This design comes from an exercise in tuning for small area on the open sky130 flow, not from production work.
Function was not checked in any run shown here: the RTL went through the layout flow alone.

### design/flow/config.mk
export PLATFORM = sky130hd
export DESIGN_NAME = htop
export DESIGN_NICKNAME = htop
export VERILOG_FILES = /design/flow/design.v
export SDC_FILE = /design/flow/constraint.sdc
export NUM_CORES = 4
export LEC_CHECK = 0
export CAP_MARGIN = 20
export CORE_MARGIN = 2
export CORE_UTILIZATION = 40
export CTS_BUF_LIST = sky130_fd_sc_hd__clkbuf_8
export SLEW_MARGIN = 20
export SYNTH_HIERARCHICAL = 1
### design/flow/constraint.sdc
create_clock -name core_clock -period 6.5 [get_ports {clk_scl}]
set_input_delay 1.3000 -clock core_clock [delete_from_list [all_inputs] [get_ports {clk_scl}]]
set_output_delay 1.3000 -clock core_clock [all_outputs]
set_load 0.01 [all_outputs]
### design/flow/standard.sh
#!/bin/bash
# synth_recipe.tcl (not shown) runs the flow's synth.tcl, then flattens the netlist and writes it again
# the make line also repeats each setting of config.mk as NAME=value (left out here)
make -C /OpenROAD-flow-scripts/flow DESIGN_CONFIG=/design/flow/config.mk WORK_HOME=/design/flow/orfs CLKGATE_MAP_FILE= SYNTH_SCRIPT=/design/flow/synth_recipe.tcl "${@:-finish}"
### design/flow/design.v
module pixel_process (
    input  [7:0] a,
    input  [7:0] b,
    input  [7:0] c,
    input  [7:0] d,
    input        set1,
    output [7:0] y);
wire [7:0] na = ~a, nb = ~b, nd = ~d;
wire n0 = !set1 & a[0];
wire n1 = !set1 & a[1];
wire n2 = !set1 & a[2];
wire n3 = set1 ? c[0] : a[3];
wire n4 = set1 ? c[1] : a[4];
wire n5 = set1 ? c[2] : a[5];
wire n6 = set1 ? c[3] : a[6];
wire n7 = set1 ? c[4] : a[7];
wire n8 = set1 & c[5];
wire n9 = set1 & c[6];
wire n10 = set1 & c[7];
wire n11 = !set1 & b[0];
wire n12 = set1 ? d[0] : b[1];
wire n13 = set1 ? d[1] : b[2];
wire n14 = set1 ? d[2] : b[3];
wire n15 = set1 ? d[3] : b[4];
wire n16 = set1 ? d[4] : b[5];
wire n17 = set1 ? d[5] : b[6];
wire n18 = set1 ? d[6] : b[7];
wire n19 = set1 & d[7];
wire n20 = !(!set1 & b[0]);
wire n21 = !(set1 ? a[0] : b[1]);
wire n22 = !(set1 ? a[1] : b[2]);
wire n23 = !(set1 ? a[2] : b[3]);
wire n24 = !(set1 ? a[3] : b[4]);
wire n25 = !(set1 ? a[4] : b[5]);
wire n26 = !(set1 ? a[5] : b[6]);
wire n27 = !(set1 ? a[6] : b[7]);
wire n28 = !(set1 & a[7]);
wire n29 = !set1 & c[0];
wire n30 = !set1 & c[1];
wire n31 = set1 ? c[0] : c[2];
wire n32 = set1 ? c[1] : c[3];
wire n33 = set1 ? c[2] : c[4];
wire n34 = set1 ? c[3] : c[5];
wire n35 = set1 ? c[4] : c[6];
wire n36 = set1 ? c[5] : c[7];
wire n37 = set1 & c[6];
wire n38 = set1 & c[7];
wire n39 = !(!set1 & d[0]);
wire n40 = !(set1 ? a[0] : d[1]);
wire n41 = !(set1 ? a[1] : d[2]);
wire n42 = !(set1 ? a[2] : d[3]);
wire n43 = !(set1 ? a[3] : d[4]);
wire n44 = !(set1 ? a[4] : d[5]);
wire n45 = !(set1 ? a[5] : d[6]);
wire n46 = !(set1 ? a[6] : d[7]);
wire n47 = !(set1 & a[7]);
wire n48 = !(set1 & b[0]);
wire n49 = !(set1 & b[1]);
wire n50 = !(set1 & b[2]);
wire n51 = !(set1 & b[3]);
wire n52 = !(set1 & b[4]);
wire n53 = !(set1 & b[5]);
wire n54 = !(set1 & b[6]);
wire n55 = !(set1 & b[7]);
wire n56 = !(set1 & b[0]);
wire n57 = !(set1 & b[1]);
wire n58 = !(set1 & b[2]);
wire n59 = !(set1 & b[3]);
wire n60 = !(set1 & b[4]);
wire n61 = !(set1 & b[5]);
wire n62 = !(set1 & b[6]);
wire n63 = !(set1 & b[7]);
wire n64 = set1 & c[0];
wire n65 = set1 & c[1];
wire n66 = set1 & c[2];
wire n67 = set1 & c[3];
wire n68 = set1 & c[4];
wire n69 = set1 & c[5];
wire n70 = set1 & c[6];
wire n71 = set1 & c[7];
wire n72 = !(set1 & d[0]);
wire n73 = !(set1 & d[1]);
wire n74 = !(set1 & d[2]);
wire n75 = !(set1 & d[3]);
wire n76 = !(set1 & d[4]);
wire n77 = !(set1 & d[5]);
wire n78 = !(set1 & d[6]);
wire n79 = !(set1 & d[7]);
wire n80 = !n0;
wire n81 = !na[0];
wire n82 = !na[1];
wire n83 = !na[2];
wire n84 = !na[3];
wire n85 = !na[5];
wire n86 = !na[7];
wire n87 = !b[3];
wire n88 = !b[4];
wire n89 = !b[7];
wire n90 = !b[7];
wire n91 = !b[7];
wire n92, n93;
hadd un92 (.a(c[4]), .b(n5), .s(n92), .co(n93));
wire n94, n95;
fadd un94 (.a(na[4]), .b(c[5]), .c(n6), .s(n94), .co(n95));
wire n96, n97;
fadd un96 (.a(c[6]), .b(n7), .c(n17), .s(n96), .co(n97));
wire n98, n99;
hadd un98 (.a(n23), .b(n32), .s(n98), .co(n99));
wire n100, n101;
fadd un100 (.a(na[6]), .b(c[7]), .c(n8), .s(n100), .co(n101));
wire n102, n103;
fadd un102 (.a(n18), .b(n24), .c(n33), .s(n102), .co(n103));
wire n104, n105;
hadd un104 (.a(n47), .b(n49), .s(n104), .co(n105));
wire n106, n107;
fadd un106 (.a(b[0]), .b(n9), .c(n19), .s(n106), .co(n107));
wire n108, n109;
fadd un108 (.a(n25), .b(n34), .c(n50), .s(n108), .co(n109));
wire n110, n111;
fadd un110 (.a(b[1]), .b(n10), .c(n26), .s(n110), .co(n111));
wire n112, n113;
hadd un112 (.a(c[2]), .b(n3), .s(n112), .co(n113));
wire n114, n115;
fadd un114 (.a(c[3]), .b(n4), .c(n14), .s(n114), .co(n115));
wire n116, n117;
fadd un116 (.a(n20), .b(n29), .c(n43), .s(n116), .co(n117));
wire n118, n119;
fadd un118 (.a(n92), .b(n15), .c(n21), .s(n118), .co(n119));
wire n120, n121;
fadd un120 (.a(n30), .b(n44), .c(n58), .s(n120), .co(n121));
wire n122, n123;
hadd un122 (.a(n72), .b(na[2]), .s(n122), .co(n123));
wire n124, n125;
fadd un124 (.a(n94), .b(n16), .c(n22), .s(n124), .co(n125));
wire n126, n127;
fadd un126 (.a(n31), .b(n45), .c(n59), .s(n126), .co(n127));
wire n128, n129;
fadd un128 (.a(n73), .b(na[3]), .c(n93), .s(n128), .co(n129));
wire n130, n131;
fadd un130 (.a(n96), .b(n98), .c(n46), .s(n130), .co(n131));
wire n132, n133;
fadd un132 (.a(n48), .b(n60), .c(n64), .s(n132), .co(n133));
wire n134, n135;
fadd un134 (.a(n74), .b(n85), .c(n95), .s(n134), .co(n135));
wire n136, n137;
fadd un136 (.a(n100), .b(n102), .c(n104), .s(n136), .co(n137));
wire n138, n139;
fadd un138 (.a(n61), .b(n65), .c(n75), .s(n138), .co(n139));
wire n140, n141;
fadd un140 (.a(na[5]), .b(n97), .c(n99), .s(n140), .co(n141));
wire n142, n143;
fadd un142 (.a(n106), .b(n108), .c(n62), .s(n142), .co(n143));
wire n144, n145;
fadd un144 (.a(n66), .b(n76), .c(n86), .s(n144), .co(n145));
wire n146, n147;
fadd un146 (.a(n101), .b(n103), .c(n105), .s(n146), .co(n147));
wire n148, n149;
fadd un148 (.a(n110), .b(n35), .c(n51), .s(n148), .co(n149));
wire n150, n151;
fadd un150 (.a(n63), .b(n67), .c(n77), .s(n150), .co(n151));
wire n152, n153;
fadd un152 (.a(na[7]), .b(n107), .c(n109), .s(n152), .co(n153));
wire n154, n155;
fadd un154 (.a(b[2]), .b(n27), .c(n36), .s(n154), .co(n155));
wire n156, n157;
fadd un156 (.a(n52), .b(n68), .c(n78), .s(n156), .co(n157));
wire n158, n159;
fadd un158 (.a(n28), .b(n37), .c(n53), .s(n158), .co(n159));
wire n160, n161;
hadd un160 (.a(c[0]), .b(n1), .s(n160), .co(n161));
wire n162, n163;
fadd un162 (.a(c[1]), .b(n2), .c(n12), .s(n162), .co(n163));
wire n164, n165;
fadd un164 (.a(n112), .b(n13), .c(n42), .s(n164), .co(n165));
wire n166, n167;
hadd un166 (.a(n56), .b(na[0]), .s(n166), .co(n167));
wire n168, n169;
fadd un168 (.a(n114), .b(n116), .c(n57), .s(n168), .co(n169));
wire n170, n171;
fadd un170 (.a(na[1]), .b(n83), .c(n113), .s(n170), .co(n171));
wire n172, n173;
fadd un172 (.a(n118), .b(n120), .c(n122), .s(n172), .co(n173));
wire n174, n175;
fadd un174 (.a(n84), .b(n115), .c(n117), .s(n174), .co(n175));
wire n176, n177;
fadd un176 (.a(n124), .b(n126), .c(n128), .s(n176), .co(n177));
wire n178, n179;
fadd un178 (.a(n119), .b(n121), .c(n123), .s(n178), .co(n179));
wire n180, n181;
fadd un180 (.a(n130), .b(n132), .c(n134), .s(n180), .co(n181));
wire n182, n183;
fadd un182 (.a(n125), .b(n127), .c(n129), .s(n182), .co(n183));
wire n184, n185;
fadd un184 (.a(n136), .b(n138), .c(n140), .s(n184), .co(n185));
wire n186, n187;
fadd un186 (.a(n131), .b(n133), .c(n135), .s(n186), .co(n187));
wire n188, n189;
fadd un188 (.a(n142), .b(n144), .c(n146), .s(n188), .co(n189));
wire n190, n191;
fadd un190 (.a(n137), .b(n139), .c(n141), .s(n190), .co(n191));
wire n192, n193;
fadd un192 (.a(n148), .b(n150), .c(n152), .s(n192), .co(n193));
wire n194, n195;
fadd un194 (.a(n143), .b(n145), .c(n147), .s(n194), .co(n195));
wire n196, n197;
fadd un196 (.a(n154), .b(n156), .c(n111), .s(n196), .co(n197));
wire n198, n199;
fadd un198 (.a(n149), .b(n151), .c(n153), .s(n198), .co(n199));
wire n200, n201;
fadd un200 (.a(n158), .b(n69), .c(n79), .s(n200), .co(n201));
wire n202, n203;
fadd un202 (.a(n87), .b(n155), .c(n157), .s(n202), .co(n203));
wire n204, n205;
fadd un204 (.a(n38), .b(n54), .c(n70), .s(n204), .co(n205));
wire n206, n207;
fadd un206 (.a(b[3]), .b(n88), .c(n159), .s(n206), .co(n207));
wire n208, n209;
fadd un208 (.a(b[5]), .b(n55), .c(n71), .s(n208), .co(n209));
wire n210, n211;
hadd un210 (.a(n160), .b(n11), .s(n210), .co(n211));
wire n212, n213;
fadd un212 (.a(n162), .b(n41), .c(n81), .s(n212), .co(n213));
wire n214, n215;
fadd un214 (.a(n164), .b(n166), .c(n82), .s(n214), .co(n215));
wire n216, n217;
fadd un216 (.a(n168), .b(n170), .c(n165), .s(n216), .co(n217));
wire n218, n219;
fadd un218 (.a(n172), .b(n174), .c(n169), .s(n218), .co(n219));
wire n220, n221;
fadd un220 (.a(n176), .b(n178), .c(n173), .s(n220), .co(n221));
wire n222, n223;
fadd un222 (.a(n180), .b(n182), .c(n177), .s(n222), .co(n223));
wire n224, n225;
fadd un224 (.a(n184), .b(n186), .c(n181), .s(n224), .co(n225));
wire n226, n227;
fadd un226 (.a(n188), .b(n190), .c(n185), .s(n226), .co(n227));
wire n228, n229;
fadd un228 (.a(n192), .b(n194), .c(n189), .s(n228), .co(n229));
wire n230, n231;
fadd un230 (.a(n196), .b(n198), .c(n193), .s(n230), .co(n231));
wire n232, n233;
fadd un232 (.a(n200), .b(n202), .c(n197), .s(n232), .co(n233));
wire n234, n235;
fadd un234 (.a(n204), .b(n206), .c(n201), .s(n234), .co(n235));
wire n236, n237;
fadd un236 (.a(n208), .b(b[4]), .c(n205), .s(n236), .co(n237));
wire n238, n239;
hadd un238 (.a(n210), .b(n40), .s(n238), .co(n239));
wire n240, n241;
fadd un240 (.a(n212), .b(n161), .c(n211), .s(n240), .co(n241));
wire n242, n243;
fadd un242 (.a(n214), .b(n163), .c(n213), .s(n242), .co(n243));
wire n244, n245;
fadd un244 (.a(n216), .b(n167), .c(n215), .s(n244), .co(n245));
wire n246, n247;
fadd un246 (.a(n218), .b(n171), .c(n217), .s(n246), .co(n247));
wire n248, n249;
fadd un248 (.a(n220), .b(n175), .c(n219), .s(n248), .co(n249));
wire n250, n251;
fadd un250 (.a(n222), .b(n179), .c(n221), .s(n250), .co(n251));
wire n252, n253;
fadd un252 (.a(n224), .b(n183), .c(n223), .s(n252), .co(n253));
wire n254, n255;
fadd un254 (.a(n226), .b(n187), .c(n225), .s(n254), .co(n255));
wire n256, n257;
fadd un256 (.a(n228), .b(n191), .c(n227), .s(n256), .co(n257));
wire n258, n259;
fadd un258 (.a(n230), .b(n195), .c(n229), .s(n258), .co(n259));
wire n260, n261;
fadd un260 (.a(n232), .b(n199), .c(n231), .s(n260), .co(n261));
wire n262, n263;
fadd un262 (.a(n234), .b(n203), .c(n233), .s(n262), .co(n263));
wire n264, n265;
fadd un264 (.a(n236), .b(n207), .c(n235), .s(n264), .co(n265));
wire n266, n267;
fadd un266 (.a(b[6]), .b(n209), .c(n237), .s(n266), .co(n267));
wire [18:0] sx = {n91, n90, n89, n266, n264, n262, n260, n258, n256, n254, n252, n250, n248, n246, n244, n242, n240, n238, n39};
wire [18:0] sy = {1'b0, 1'b0, n267, n265, n263, n261, n259, n257, n255, n253, n251, n249, n247, n245, n243, n241, n239, n0, n80};
wire [18:0] s = sx + sy;
assign y = s[18] ? 8'd0 : (s[17] ? 8'd255 : s[16:9]);
endmodule
module fadd (input a, input b, input c, output s, output co);
assign {co, s} = a + b + c;
endmodule
module hadd (input a, input b, output s, output co);
assign {co, s} = a + b;
endmodule
module htop (
    rst_n_scl,clk_scl,
    scl_i_vsync,scl_i_hsync,
    scl_i_data_r,scl_i_data_g,scl_i_data_b,
    scl_cfg_mode,scl_cfg_rsz,scl_cfg_flt,scl_i_data_en,
    scl_o_vsync,scl_o_hsync,
    scl_o_data_en,
    scl_o_data_r,scl_o_data_g,scl_o_data_b);
input rst_n_scl,clk_scl;
input scl_i_vsync,scl_i_hsync;
input [7:0] scl_i_data_r,scl_i_data_g,scl_i_data_b;
input scl_i_data_en,scl_cfg_mode,scl_cfg_rsz;
input [1:0] scl_cfg_flt;
output scl_o_vsync,scl_o_hsync;
output scl_o_data_en;
output [7:0] scl_o_data_r,scl_o_data_g,scl_o_data_b;
reg [7:0] r0,r1,r2,r3,r4,r5,ro;
reg [7:0] g0,g1,g2,g3,g4,g5,go;
reg [7:0] b0,b1,b2,b3,b4,b5,bo;
reg e0,e1,e2,e3,e4;         
reg k2,k3,k4,k5,ko;         
reg [1:0] cnt;              
reg [5:0] vsync_d,hsync_d;
reg vo,ho;
reg set1, rev;
wire mode = scl_cfg_mode;
wire keep1 = !mode || (scl_cfg_rsz ? (cnt == 2'd0) : !cnt[0]);
wire ldr = mode & k2;
wire ldg = mode & k3;
wire ldb = mode & k4;
wire [7:0] xa = k3 ? g4 : r3;
wire [7:0] xb = k3 ? g3 : r2;
wire [7:0] xc = k3 ? g2 : r1;
wire [7:0] xd0 = k3 ? g1 : r0;
wire xf = k3 ? (e2 & e1) : (e1 & e0);
wire [7:0] xd = xf ? xd0 : xc;
wire [7:0] yx;
pixel_process ux(
    .a(rev ? xd : xa), .b(rev ? xc : xb), .c(rev ? xb : xc), .d(rev ? xa : xd),
    .set1(set1), .y(yx));
wire [7:0] yd = (e3 & e2) ? b2 : b3;
wire [7:0] yy;
pixel_process uy(
    .a(rev ? yd : b5), .b(rev ? b3 : b4), .c(rev ? b4 : b3), .d(rev ? b5 : yd),
    .set1(set1), .y(yy));
wire fr = e1 & !e2;    
wire fg = e2 & !e3;
wire fb = e3 & !e4;
always @(posedge clk_scl) begin
    r0 <= scl_i_data_r;
    g0 <= scl_i_data_g;
    b0 <= scl_i_data_b;
    if (e0) r1 <= r0;
    if (e1) g2 <= g1;
    if (e2) b3 <= b2;
    r2 <= r1;
    r3 <= ldr ? yx : (fr ? r1 : r2);
    r4 <= r3; r5 <= r4; ro <= r5;
    g1 <= g0; g3 <= g2;
    g4 <= ldg ? yx : (fg ? g2 : g3);
    g5 <= g4; go <= g5;
    b1 <= b0; b2 <= b1; b4 <= b3;
    b5 <= ldb ? yy : (fb ? b3 : b4);
    bo <= b5;
    cnt <= (e0 & e1) ? cnt + 2'd1 : 2'd0;
    set1 <= scl_cfg_flt[0] ^ scl_cfg_flt[1];
    rev <= scl_cfg_flt[1];
    e1 <= e0; e2 <= e1; e3 <= e2; e4 <= e3;
end
always @(posedge clk_scl or negedge rst_n_scl) begin
    if (!rst_n_scl) begin
        e0 <= 0;
        k2 <= 0; k3 <= 0; k4 <= 0; k5 <= 0; ko <= 0;
        vsync_d <= 0; hsync_d <= 0; vo <= 0; ho <= 0;
    end else begin
        e0 <= scl_i_data_en;
        k2 <= e1 & keep1; k3 <= k2; k4 <= k3; k5 <= k4; ko <= k5;
        vsync_d <= {vsync_d[4:0], scl_i_vsync};
        hsync_d <= {hsync_d[4:0], scl_i_hsync};
        vo <= vsync_d[5];
        ho <= hsync_d[5];
    end
end
assign scl_o_data_r = ro;
assign scl_o_data_g = go;
assign scl_o_data_b = bo;
assign scl_o_data_en = ko;
assign scl_o_vsync = vo;
assign scl_o_hsync = ho;
endmodule
### design/flow/flow/run.sh
#!/bin/bash
# The standard layout (the standard.sh, standard synthesis unchanged), with the port
# buffers made from the smallest buffer cell, and non-critical gates downsized after global routing. make's full output goes to layout.log here;
# each ORFS step also keeps its own log under orfs/logs/.
set -euo pipefail
export BUFFER_PORTS_ARGS="-buffer_cell sky130_fd_sc_hd__buf_1"
export RECOVER_POWER=100
bash standard.sh > layout.log 2>&1
==> reports/qor.txt, run 1 <==
Drt first pass iters: 5
Slew @ Worst Pin: 0.680 ns
Library cells used by synthesis: 53
Row count: 64
Main area contributors after synthesis: fa_1 25%, dfxtp_1 24%, edfxtp_1 5.8%
DP Area: 13300 um^2
TritonCTS clock tree: built
Peak Freq: 159 MHz
Fin cells: 1563
Synth warn: 7
Critical path type: register to register
Design Area, Final: 14000 um^2
Area Growth Syn to Fin: 12.5%
Share of cells above drive strength 1: 17.2%
Initial DRC Count: 483
Commonest cells after routing, fill and taps aside: 158 x fa_1, 148 x dfxtp_1, 90 x nand2_1
DPL Wire Length: 23600 um
Top cell type's share of synthesized area: 25.5%
Startpoint types: register
Minimum clock period: 6.28 ns
Clock buffer depth: 2
Routability cong.: 0.897
Max cap viols: 0
Final setup viols: 0
CTS buffer count: 17
H-tree levels: 4
Period utilization: 96.6%
Chip Height: 180 um
Avg Synthesized Cell Area: 11.5 um^2
Skew final: 0.0197 ns
Initial antenna violation count: 0
Antenna cells: 0
Cells after Synth: 1081
# port buffers: 59
Clock latency on the worst-skew pair: 0.47 ns
Die span in x: 180 um
Syn Nets: 1325
Setup TNS: 0 ns
Global route total overflow: 0
Post-synth top area cell: fa_1
Max transition margin: 54.6%
Number of global-route vias before repair: 8732
Core box area: 30600 um^2
Vias: 8422
IO Count: 60
RSZ-0062 raised after global routing: true
Slew Limit Fails: 0
Sequential area share after synthesis: 34.3%
Maximum net fanout on the critical path: 12
ANT nets after route: 0
WL final: 29000 um
Final WS setup: 0.220 ns
Root Driver: clkbuf_8
Most common cell after layout, fill and taps aside: fa_1
Post-synth EDFFs: 24
Clk pin slew, worst setup/hold paths: 0.11 ns
R2r setup slk: 0.22 ns
Starting Density: 40.6%
Data arrival, critical path: 6.63 ns
Drt via density: 5.39
Post-Syn Area: 12400 um^2
Wire per inst: 18.6 um
WP data required: 6.85 ns
Placed cell count: 1525
Ys async rst share: 10.2%
Clk sinks: 196
Largest net degree at the start of global routing: 58
Fin nets: 1398
Crit. End Element: register
Pre-CTS setup slack: -0.0948 ns
DRC Markers: 0
Final hold viol count: 0
Die Area: 32500 um^2
Synth Flop Type: dfxtp_1
First-pass GRT wire length: 46400 um
Worst hold path class: register to register
GRT Util Overall: 18.2%
Outcome: finished clean
#FFs+latches synth: 196
-- final timing paths --
path / start / depth (start not counted) / endpoint
worst min register to register: g5[0] / 0 / go[0]
max in group asynchronous: rst_n_scl / 1 / k3
worst max register to register: k3 / 19 / r3[3]
worst min-delay path: g5[0] / 0 / go[0]
min in group asynchronous: rst_n_scl / 1 / k4
worst max-delay path: k3 / 19 / r3[3]
-- cells in the mapped netlist, types with 3 or more instances --
cell type and count:
fa_1 158, dfxtp_1 152, nand2_1 91, o21ai_0 74
inv_1 71, mux2i_1 69, mux2_2 55, ha_1 53
a21oi_1 48, nor2_1 31, clkbuf_1 29, edfxtp_1 24
dfrtp_1 20, nor4_1 18, a211oi_1 16, a221oi_1 12
o211ai_1 12, and3_1 10, buf_2 10, and2_1 9
nor2b_1 8, nor3_1 8, o21a_1 8, xnor2_1 8
xor2_1 7, a21o_1 6, buf_1 5, nand2b_1 5
a211o_1 4, a21boi_0 4, a221oi_2 4, buf_6 4
nand3_1 4, nand4_1 4, o221ai_1 4, o22ai_1 4
buf_4 3
-- per-stage QoR --
step	util (%)	hold WS (ns)
floorplan	-	0.310
global placement	43.3	0.310
global route	45.7	0.334
CTS	44.6	0.330
detailed placement	43.3	0.312
finish	45.7	0.323
-- modules after synthesis (local to each module, per instance) --
module	cell area (um^2)	flip-flops and latches	copies in the design	cells
hadd	12.5	0	18	1
htop	6180	196	1	453
pixel_process	1430	0	2	226
fadd	20.0	0	158	1
-- layout make-up --
type,instances,area (um^2)
well taps,396,495
inverters,72,274
repair buffers,105,622
clock inverters,15,153
multi-input cells,762,7930
flip-flops and latches,196,4270
clock buffers,17,234
fillers,2854,16600
-- what timing repair did --
| action | 4_1_cts | 5_1_grt |
|---|---|---|
| endpoints found under the hold margin | 0 | 0 |
| pin swaps | 0 | 2 |
| resized for setup | 2 | 60 |
| hold buffers | 0 | 0 |
| setup endpoints to repair | 11 | 24 |
| buffers inserted | 0 | 6 |
-- worst max-delay path: stages, from the launching register on --
cell and delay, ns:
dfrtp_2 0.48, mux2i_4 0.24, nand2b_4 0.25, a221oi_4 0.37
inv_1 0.15, o21ai_2 0.17, fa_1 0.48, fa_1 0.54
fa_1 0.53, fa_1 0.52, fa_1 0.49, ha_1 0.32
nand2_1 0.11, a211o_1 0.27, a21o_1 0.20, a221o_1 0.45
nor4b_4 0.31, o22ai_1 0.14, nand2_1 0.07, o21ai_0 0.08
-- per-layer routing --
layer / vias up / GRT usage [%] / part of all wire [%]
met5: - / 0 / 0
met4: 0 / 5.77 / 3.4
met3: 56 / 3.03 / 4.4
met2: 247 / 31.8 / 50
met1: 4202 / 23.0 / 42
li1: 3917 / - / -
-- cell families (layout without fill, tap and decap cells) --
logic type | after synthesis | in the layout | share of synthesized area, %
AND/OR/NAND/NOR | 193 | 193 | 7.32
flip-flops | 196 | 196 | 34.3
buffers and inverters | 123 | 209 | 4.15
adder cells (fa/ha/maj) | 211 | 211 | 30.8
XOR/XNOR | 15 | 15 | 1.06
multiplexers | 125 | 125 | 10.7
AO/OA/AOI/OAI | 218 | 218 | 11.6
==> run 2, diff against run 1 <==
--- a/design/flow/config.mk
+++ b/design/flow/config.mk
@@ -6,4 +6,5 @@
 export NUM_CORES = 4
 export LEC_CHECK = 0
+export ABC_CLOCK_PERIOD_IN_PS = 9000
 export CAP_MARGIN = 20
 export CORE_MARGIN = 2
==> reports/qor.txt, run 2 <==
Simple-Gate Fraction of Synth Area: 7.32% (unchanged)
TritonCTS clock tree: built (unchanged)
Core box area: 30600 um^2 (unchanged)
Post-synth EDFFs: 24 (unchanged)
Root Driver: clkbuf_8 (unchanged)
RSZ-0062 raised after global routing: true (unchanged)
H-tree levels: 4 (unchanged)
Most common cell after layout, fill and taps aside: fa_1 (unchanged)
Library cells used by synthesis: 53 (unchanged)
Post-Synth Adder-Cell Area: 30.8% (unchanged)
Clk pin slew, worst setup/hold paths: 0.11 ns (about the same)
Commonest cells after routing, fill and taps aside: 158 x fa_1, 148 x dfxtp_1, 90 x nand2_1 (unchanged)
Synth Area in XOR/XNOR: 1.06% (unchanged)
Mux cell area share after synthesis: 10.7% (unchanged)
IO Count: 60 (unchanged)
CP dominant cell by count: fa_1 (unchanged)
Die Area: 32500 um^2 (unchanged)
GR Layer Usage met1: 23.0% (unchanged)
Maximum net fanout on the critical path: 12 (unchanged)
Synth cell count leaders: 158 x fa_1, 152 x dfxtp_1, 91 x nand2_1 (unchanged)
Data arrival, critical path: 6.63 ns (about the same)
Period utilization: 96.6% (unchanged)
Global route total overflow: 0 (unchanged)
Met3 Use GR: 3.03% (unchanged)
Met2 global-route usage: 31.8% (unchanged)
Core Util, Final: 45.7% (unchanged)
Synth warn: 7 (unchanged)
Top-count cell post-synth: fa_1 (unchanged)
Drt via density: 5.39 (unchanged)
Post-synthesis compound-gate area fraction: 11.6% (unchanged)
WL final: 29000 um (unchanged)
#FFs+latches synth: 196 (unchanged)
Die span in x: 180 um (unchanged)
Chip Height: 180 um (unchanged)
Crit. End Element: register (unchanged)
Sequential area share after synthesis: 34.3% (unchanged)
Clk sinks: 196 (unchanged)
Critical path type: register to register (unchanged)
Skew final: 0.0197 ns (unchanged)
Minimum clock period: 6.28 ns (unchanged)
CP top delay family: adder cells (unchanged)
First-pass GRT wire length: 46400 um (unchanged)
Drt first pass iters: 5 (unchanged)
Ys async rst share: 10.2% (unchanged)
Cells after Synth: 1081 (unchanged)
Setup TNS: 0 ns (unchanged)
Max transition margin: 54.6% (unchanged)
Antenna cells: 0 (unchanged)
Synth Flop Type: dfxtp_1 (unchanged)
Initial antenna violation count: 0 (unchanged)
FILL cells: 2854 (unchanged)
Number of global-route vias before repair: 8732 (unchanged)
Initial DRC Count: 483 (unchanged)
Avg Synthesized Cell Area: 11.5 um^2 (unchanged)
Critical-path cell list: mux2i_4 -> nand2b_4 -> a221oi_4 -> inv_1 -> o21ai_2 -> fa_1 -> fa_1 -> fa_1 -> fa_1 -> fa_1 -> ha_1 -> nand2_1 -> a211o_1 -> a21o_1 -> a221o_1 -> nor4b_4 -> o22ai_1 -> nand2_1 -> o21ai_0 (unchanged)
Largest family of logic cells by synthesized area: adder cells (unchanged)
CP peak stage delay: 0.54 ns (about the same)
Largest net degree at the start of global routing: 58 (unchanged)
Fin cells: 1563 (unchanged)
Final setup viols: 0 (unchanged)
WP data required: 6.85 ns (about the same)
Routability cong.: 0.897 (unchanged)
Final hold viol count: 0 (unchanged)
Area Growth Syn to Fin: 12.5% (unchanged)
Max cap viols: 0 (unchanged)
Worst hold path class: register to register (unchanged)
CTS buffer count: 17 (unchanged)
DPL Wire Length: 23600 um (unchanged)
Syn Nets: 1325 (unchanged)
GRT Util Overall: 18.2% (unchanged)
Main area contributors after synthesis: fa_1 25%, dfxtp_1 24%, edfxtp_1 5.8% (unchanged)
Top cell type's share of synthesized area: 25.5% (unchanged)
Post-synth top area cell: fa_1 (unchanged)
# port buffers: 59 (unchanged)
Wire per inst: 18.6 um (unchanged)
Placed cell count: 1525 (unchanged)
Share of cells above drive strength 1: 17.2% (unchanged)
Clock buffer depth: 2 (unchanged)
WP buf/inv: 1 (unchanged)
Startpoint types: register (unchanged)
ANT nets after route: 0 (unchanged)
Outcome: finished clean (unchanged)
Slowest cell on the critical path: fa_1 (unchanged)
Vias: 8422 (unchanged)
DRC Markers: 0 (unchanged)
Post-Syn Area: 12400 um^2 (unchanged)
Slew Limit Fails: 0 (unchanged)
Starting Density: 40.6% (unchanged)
Row count: 64 (unchanged)
Clock latency on the worst-skew pair: 0.47 ns (about the same)
Top Usage Layer GRT: met2 (unchanged)
Slew @ Worst Pin: 0.680 ns (unchanged)
Peak Freq: 159 MHz (unchanged)
Fin nets: 1398 (unchanged)
## run 2: cell counts after synthesis
Identical to the previous run, type by type.
## run 2: repair_timing
| item | in CTS | in global routing |
|---|---|---|
| gates cloned | 0 | 0 |
| setup endpoints to repair | 11 | 24 |
| pin swaps | 0 | 2 |
| setup buffers | 0 | 6 |
| hold buffers | 0 | 0 |
| gates resized for setup | 2 | 60 |
## run 2: metrics by stage
stage	cell area [um^2]	hold WS, ns	setup slack (ns)
floorplan	12400	0.310	0.365
global placement	13300	0.310	0.0367
detailed placement	13300	0.312	-0.0948
CTS	13700	0.330	0.0518
global route	14000	0.334	-0.0272
finish	14000	0.323	0.220
## run 2: cells by family (layout without fill, tap and decap cells)
group	Yosys count	after routing
AO/OA/AOI/OAI	218	218
adder cells (fa/ha/maj)	211	211
flip-flops	196	196
AND/OR/NAND/NOR	193	193
multiplexers	125	125
buffers and inverters	123	209
XOR/XNOR	15	15
## run 2: path summary, 6_finish.rpt
check                      startpoint  endpoint  slack (ns)  depth (start not counted)
min in group asynchronous   rst_n_scl        k4        0.78                          1
max reg2reg                        k3     r3[3]        0.22                         19
max                                k3     r3[3]        0.22                         19
max in group asynchronous   rst_n_scl        k3        5.35                          1
min reg2reg                     g5[0]     go[0]        0.32                          0
min                             g5[0]     go[0]        0.32                          0
## run 2: per-module statistics from Yosys (local to each module, per instance)
| module | area [um^2] | cells inside | copies in the design | flip-flops and latches |
|---|---|---|---|---|
| htop | 6180 | 453 | 1 | 196 |
| pixel_process | 1430 | 226 | 2 | 0 |
| fadd | 20.0 | 1 | 158 | 0 |
| hadd | 12.5 | 1 | 18 | 0 |
## run 2: area by class of cell
class	count	area, um^2	area share (%)
Clock buffer	17	234	1.67
Clock inverter	15	153	1.09
Sequential cell	196	4270	30.6
Timing Repair Buffer	105	622	4.45
Multi-Input combinational cell	762	7930	56.7
Inverter	72	274	1.96
Tap cell	396	495	3.54
## run 2: metal layers
metal	part of all wire, %	vias to the layer above	wire (um)
li1	-	3917	-
met1	42	4202	12300
met2	50	247	14500
met3	4.4	56	1270
met4	3.4	0	984
met5	0	-	0
==> run 3, diff against run 2 <==
--- a/design/flow/config.mk
+++ b/design/flow/config.mk
@@ -6,5 +6,5 @@
 export NUM_CORES = 4
 export LEC_CHECK = 0
-export ABC_CLOCK_PERIOD_IN_PS = 9000
+export ABC_CLOCK_PERIOD_IN_PS = 5000
 export CAP_MARGIN = 20
 export CORE_MARGIN = 2
==> reports/qor.txt, run 3 <==
Period utilization: 96.6% (unchanged)
RSZ-0062 raised after global routing: true (unchanged)
Critical path type: register to register (unchanged)
Data arrival, critical path: 6.63 ns (about the same)
Pre-CTS setup slack: -0.0948 ns (unchanged)
Drt via density: 5.39 (unchanged)
Startpoint types: register (unchanged)
CTS buffer count: 17 (unchanged)
First-pass GRT wire length: 46400 um (unchanged)
Main area contributors after synthesis: fa_1 25%, dfxtp_1 24%, edfxtp_1 5.8% (unchanged)
Initial antenna violation count: 0 (unchanged)
Avg Synthesized Cell Area: 11.5 um^2 (unchanged)
Initial DRC Count: 483 (unchanged)
Post-Syn Area: 12400 um^2 (unchanged)
Minimum clock period: 6.28 ns (unchanged)
WL final: 29000 um (unchanged)
Area Growth Syn to Fin: 12.5% (unchanged)
Most common cell after layout, fill and taps aside: fa_1 (unchanged)
Outcome: finished clean (unchanged)
WP data required: 6.85 ns (about the same)
Core Util, Final: 45.7% (unchanged)
Library cells used by synthesis: 53 (unchanged)
Cells after Synth: 1081 (unchanged)
Die span in x: 180 um (unchanged)
Clk pin slew, worst setup/hold paths: 0.11 ns (about the same)
Fin nets: 1398 (unchanged)
Share of cells above drive strength 1: 17.2% (unchanged)
Final WS setup: 0.220 ns (unchanged)
Chip Height: 180 um (unchanged)
Clk sinks: 196 (unchanged)
Top-count cell post-synth: fa_1 (unchanged)
Clock latency on the worst-skew pair: 0.47 ns (about the same)
Post-synth top area cell: fa_1 (unchanged)
Commonest cells after routing, fill and taps aside: 158 x fa_1, 148 x dfxtp_1, 90 x nand2_1 (unchanged)
ANT nets after route: 0 (unchanged)
Syn Nets: 1325 (unchanged)
DRC Markers: 0 (unchanged)
Crit. End Element: register (unchanged)
Wire per inst: 18.6 um (unchanged)
TritonCTS clock tree: built (unchanged)
Design Area, Final: 14000 um^2 (unchanged)
Vias: 8422 (unchanged)
Final setup viols: 0 (unchanged)
H-tree levels: 4 (unchanged)
Global route total overflow: 0 (unchanged)
Synth warn: 7 (unchanged)
Post-synth EDFFs: 24 (unchanged)
Routability cong.: 0.897 (unchanged)
Slew @ Worst Pin: 0.680 ns (unchanged)
DP Area: 13300 um^2 (unchanged)
Synth Flop Type: dfxtp_1 (unchanged)
Peak Freq: 159 MHz (unchanged)
#FFs+latches synth: 196 (unchanged)
Clock buffer depth: 2 (unchanged)
Synth cell count leaders: 158 x fa_1, 152 x dfxtp_1, 91 x nand2_1 (unchanged)
Largest net degree at the start of global routing: 58 (unchanged)
# port buffers: 59 (unchanged)
FILL cells: 2854 (unchanged)
Die Area: 32500 um^2 (unchanged)
Starting Density: 40.6% (unchanged)
Sequential area share after synthesis: 34.3% (unchanged)
Antenna cells: 0 (unchanged)
Drt first pass iters: 5 (unchanged)
Skew final: 0.0197 ns (unchanged)
Final hold viol count: 0 (unchanged)
Top cell type's share of synthesized area: 25.5% (unchanged)
Number of global-route vias before repair: 8732 (unchanged)
Max transition margin: 54.6% (unchanged)
IO Count: 60 (unchanged)
Core box area: 30600 um^2 (unchanged)
Setup TNS: 0 ns (unchanged)
DPL Wire Length: 23600 um (unchanged)
Row count: 64 (unchanged)
Worst hold path class: register to register (unchanged)
Maximum net fanout on the critical path: 12 (unchanged)
Max cap viols: 0 (unchanged)
Root Driver: clkbuf_8 (unchanged)
Slew Limit Fails: 0 (unchanged)
Ys async rst share: 10.2% (unchanged)
GRT Util Overall: 18.2% (unchanged)
## run 3: cell counts in the layout (fill, tap and decap cells not counted)
No cell type changed its count.
## run 3: layout make-up
class                      instances  area [um^2]  share of cell area [%]
clock buffer                      17          234                    1.67
clock inverter                    15          153                    1.09
inverter                          72          274                    1.96
multi-input combinational        762         7930                    56.7
sequential                       196         4270                    30.6
tap                              396          495                    3.54
timing repair buffer             105          622                    4.45
## run 3: cells by family (layout without fill, tap and decap cells)
kind of cell,after synthesis,count (layout),share of synthesized area [%]
buffers and inverters,123,209,4.15
muxes,125,125,10.7
and+or+nand+nor,193,193,7.32
DFF,196,196,34.3
xor gates and xnor gates,15,15,1.06
AOI/OAI and AO/OA,218,218,11.6
adders and majority gates,211,211,30.8
## run 3: metrics by stage
step                hold slack (ns)  instances
floorplan                     0.310       1081
global placement              0.310       1525
detailed placement            0.312       1525
CTS                           0.330       1557
global route                  0.334       1563
finish                        0.323       1563
## run 3: critical path: stages (launching register included)
cell and delay [ns]:
dfrtp_2 0.48, mux2i_4 0.24, nand2b_4 0.25, a221oi_4 0.37
inv_1 0.15, o21ai_2 0.17, fa_1 0.48, fa_1 0.54
fa_1 0.53, fa_1 0.52, fa_1 0.49, ha_1 0.32
nand2_1 0.11, a211o_1 0.27, a21o_1 0.20, a221o_1 0.45
nor4b_4 0.31, o22ai_1 0.14, nand2_1 0.07, o21ai_0 0.08
## run 3: modules after synthesis, one instance, submodules excluded
module	area [um^2]	cells inside	copies in the design
pixel_process	1430	226	2
hadd	12.5	1	18
fadd	20.0	1	158
htop	6180	453	1
## run 3: worst paths after layout
check	startpoint	end	slack, ns	cells past startpoint
max	k3	r3[3]	0.22	19
min	g5[0]	go[0]	0.32	0
max reg2reg	k3	r3[3]	0.22	19
min reg2reg	g5[0]	go[0]	0.32	0
max in group asynchronous	rst_n_scl	k3	5.35	1
min in group asynchronous	rst_n_scl	k4	0.78	1
## run 3: what timing repair did
item,4_1_cts,5_1_grt
hold buffers,0,0
pin swaps,0,2
endpoints found under the setup margin,11,24
buffers inserted,0,6
resized for setup,2,60
## run 3: routing by layer
metal	GRT usage, %	wire [um]	part of all wire [%]	vias up
met5	0	0	0	-
met4	5.77	984	3.4	0
met3	3.03	1270	4.4	56
li1	-	-	-	3917
met1	23.0	12300	42	4202
met2	31.8	14500	50	247
==> run 4, diff against run 3 <==
==> design/flow/run.sh (new file) <==
#!/bin/bash
# synth_recipe.tcl (not shown) runs the flow's synth.tcl, then flattens the netlist and writes it again
# the make line also repeats each setting of config.mk as NAME=value (left out here)
make -C /OpenROAD-flow-scripts/flow DESIGN_CONFIG=/design/flow/config.mk WORK_HOME=/design/flow/orfs CLKGATE_MAP_FILE= SYNTH_SCRIPT=/design/flow/synth_recipe.tcl finish
--- a/design/flow/config.mk
+++ b/design/flow/config.mk
@@ -6,5 +6,4 @@
 export NUM_CORES = 4
 export LEC_CHECK = 0
-export ABC_CLOCK_PERIOD_IN_PS = 5000
 export CAP_MARGIN = 20
 export CORE_MARGIN = 2
removed: design/flow/flow/run.sh
removed: design/flow/standard.sh
==> reports/qor.txt, run 4 <==
GRT Util Overall: 18.8% (was 18.2%)
Post-synth top area cell: fa_1 (unchanged)
Post-Syn Area: 12400 um^2 (unchanged)
Initial antenna violation count: 0 (unchanged)
TritonCTS clock tree: built (unchanged)
Crit. End Element: register (unchanged)
Outcome: finished clean (unchanged)
Top-count cell post-synth: fa_1 (unchanged)
Root Driver: clkbuf_8 (unchanged)
Area Growth Syn to Fin: 15.5% (was 12.5%)
FF-to-FF Start: k3 (unchanged)
Commonest cells after routing, fill and taps aside: 158 x fa_1, 149 x dfxtp_1, 90 x nand2_1 (was 158 x fa_1, 148 x dfxtp_1, 90 x nand2_1)
ANT nets after route: 0 (unchanged)
First-pass GRT wire length: 47800 um (was 46400 um)
Clock buffer depth: 2 (unchanged)
Peak Freq: 159 MHz (about the same)
DRC Markers: 0 (unchanged)
Sequential area share after synthesis: 34.3% (unchanged)
Worst Setup SP: k3 (unchanged)
Wire per inst: 18.8 um (was 18.6 um)
CTS buffer count: 17 (unchanged)
Clk sinks: 196 (unchanged)
Drt via density: 5.25 (was 5.39)
Maximum net fanout on the critical path: 14 (was 12)
Chip Height: 180 um (unchanged)
Routability cong.: 0.877 (was 0.897)
Crit path to: g4[2] (was r3[3])
Design Area, Final: 14400 um^2 (was 14000 um^2)
R2R depth: 21 (was 19)
Slew @ Worst Pin: 0.918 ns (was 0.680 ns)
Number of global-route vias before repair: 8769 (was 8732)
Largest net degree at the start of global routing: 58 (unchanged)
Starting Density: 40.6% (unchanged)
Row count: 64 (unchanged)
Vias: 8270 (was 8422)
Startpoint types: register (unchanged)
Placed cell count: 1534 (was 1525)
Final hold viol count: 0 (unchanged)
Core box area: 30600 um^2 (unchanged)
Max transition margin: 38.6% (was 54.6%)
Clk pin slew, worst setup/hold paths: 0.10 ns (was 0.11 ns)
Global route total overflow: 0 (unchanged)
Slew Limit Fails: 0 (unchanged)
DP Area: 13700 um^2 (was 13300 um^2)
Synth warn: 7 (unchanged)
Initial DRC Count: 553 (was 483)
Avg Synthesized Cell Area: 11.5 um^2 (unchanged)
Cells after Synth: 1081 (unchanged)
CTS Hold Buffers Added: 0 (unchanged)
Drt first pass iters: 5 (unchanged)
Main area contributors after synthesis: fa_1 25%, dfxtp_1 24%, edfxtp_1 5.8% (unchanged)
R2r setup slk: 0.21 ns (was 0.22 ns)
Synth cell count leaders: 158 x fa_1, 152 x dfxtp_1, 91 x nand2_1 (unchanged)
Syn Nets: 1325 (unchanged)
Critical path type: register to register (unchanged)
Clock latency on the worst-skew pair: 0.46 ns (was 0.47 ns)
Data arrival, critical path: 6.66 ns (was 6.63 ns)
Most common cell after layout, fill and taps aside: fa_1 (unchanged)
IO Count: 60 (unchanged)
Final setup viols: 0 (unchanged)
H-tree levels: 4 (unchanged)
Worst R2R End: g4[2] (was r3[3])
Die Area: 32500 um^2 (unchanged)
Library cells used by synthesis: 53 (unchanged)
Share of cells above drive strength 1: 17.1% (was 17.2%)
WP data required: 6.88 ns (was 6.85 ns)
# port buffers: 59 (unchanged)
Worst hold path class: register to register (unchanged)
DPL Wire Length: 24600 um (was 23600 um)
Top cell type's share of synthesized area: 25.5% (unchanged)
Period utilization: 96.8% (was 96.6%)
WL final: 29700 um (was 29000 um)
Synth Flop Type: dfxtp_1 (unchanged)
Post-synth EDFFs: 24 (unchanged)
Max cap viols: 0 (unchanged)
Fin cells: 1574 (was 1563)
Minimum clock period: 6.29 ns (was 6.28 ns)
Ys async rst share: 10.2% (unchanged)
#FFs+latches synth: 196 (unchanged)
Skew final: 0.0181 ns (was 0.0197 ns)
Fin nets: 1409 (was 1398)
Die span in x: 180 um (unchanged)
Antenna cells: 0 (unchanged)
-- run 4: cell types whose count changed in the layout (fill, tap and decap cells not counted), sizes merged --
| cell | change |
|---|---|
| buf | -46 |
| bufinv | -2 |
| clkdlybuf4s50 | +59 |
-- run 4: per-stage QoR --
step | utilization [%] | hold WS [ns] | setup slack, ns | setup TNS [ns]
2_1_floorplan | - | 0.310 | 0.365 | 0
3_3_place_gp | 44.8 | 0.310 | -0.0296 | -0.0994
3_5_place_dp | 44.8 | 0.312 | -0.0252 | -0.0616
4_1_cts | 46.0 | 0.329 | 0.0160 | 0
5_1_grt | 46.9 | 0.331 | -0.131 | -0.943
6_report | 46.9 | 0.326 | 0.211 | 0
-- run 4: worst min-delay path by stage --
stage / start / end / slack, ns / cells past startpoint
floorplan: b0[0] / b1[0] / 0.31 / 0
global placement: g5[1] / go[1] / 0.31 / 0
detailed placement: g5[7] / go[7] / 0.31 / 0
CTS: g0[4] / g1[4] / 0.33 / 0
global route: g0[4] / g1[4] / 0.33 / 0
finish: g0[4] / g1[4] / 0.33 / 0
-- run 4: routing by layer --
metal | vias up | GRT usage [%] | wire length [um]
li1 | 3951 | - | -
met1 | 4080 | 24.4 | 12900
met2 | 194 | 32.9 | 15000
met3 | 45 | 2.55 | 1030
met4 | 0 | 5.55 | 711
met5 | - | 0 | 0
-- run 4: per-module statistics from Yosys (local to each module, per instance) --
module / times used / flops+latches / cells
fadd: 158 / 0 / 1
htop: 1 / 196 / 453
pixel_process: 2 / 0 / 226
hadd: 18 / 0 / 1
-- run 4: final cells by class --
cell class	instances	area (um^2)
timing repair buffer	116	1080
fill	2825	16200
inverter	72	274
sequential	196	4270
clock inverter	13	97.6
multi-input combinational	762	7880
clock buffer	19	262
tap	396	495
-- run 4: kinds of logic after synthesis --
family / after synthesis / share of synthesized area (%)
xor gates and xnor gates: 15 / 1.06
adders and majority gates: 211 / 30.8
AOI/OAI and AO/OA: 218 / 11.6
muxes: 125 / 10.7
DFF: 196 / 34.3
buffers and inverters: 123 / 4.15
and+or+nand+nor: 193 / 7.32
-- run 4: critical path, cell delays in order (launching register included) --
cell      delay, ns
dfrtp_2        0.50
buf_12         0.18
mux2_2         0.37
nor4_2         0.24
a221oi_2       0.09
nand2_1        0.14
o21ai_0        0.14
fa_1           0.51
fa_1           0.47
fa_1           0.61
fa_1           0.46
fa_1           0.59
ha_4           0.23
a21oi_1        0.20
nand2_1        0.12
o211a_1        0.29
o21a_1         0.26
o21a_1         0.24
a211oi_1       0.25
buf_4          0.19
nand2_1        0.05
o21ai_0        0.09
-- run 4: repair_timing --
| item | 4_1_cts | 5_1_grt |
|---|---|---|
| pin swaps | 0 | 3 |
| gates cloned | 0 | 0 |
| resized for setup | 1 | 49 |
| buffers inserted | 0 | 8 |
| setup endpoints to repair | 11 | 24 |

## afterwards: timing with drivers on the ports
Ports are ideal in the flow. The routed layouts listed here were re-timed in OpenROAD. Step 1: set_driving_cell puts a clkbuf_16 on clk_scl and a buf_2 on each other input, an assumption about the parent block. Step 2 times the ports against the registers' clock, not the clock port: input delays grow and output delays shrink by t, the midpoint of the rising clock arrivals with the driver on. Slacks: ideal / step 1 / step 2; pairs: ideal / step 1.
run | shift t [ns] | setup WS [ns] | worst setup path at the end | pins driven straight from the clock port
run 1 | 0.503 | 0.220 / 0.220 / 0.220 | register to register | 1
run 2 | 0.503 | 0.220 / 0.220 / 0.220 | register to register | 1
run 3 | 0.503 | 0.220 / 0.220 / 0.220 | register to register | 1
run 4 | 0.492 | 0.211 / 0.211 / 0.211 | register to register | 1
After both steps setup and hold are still met in every run listed.
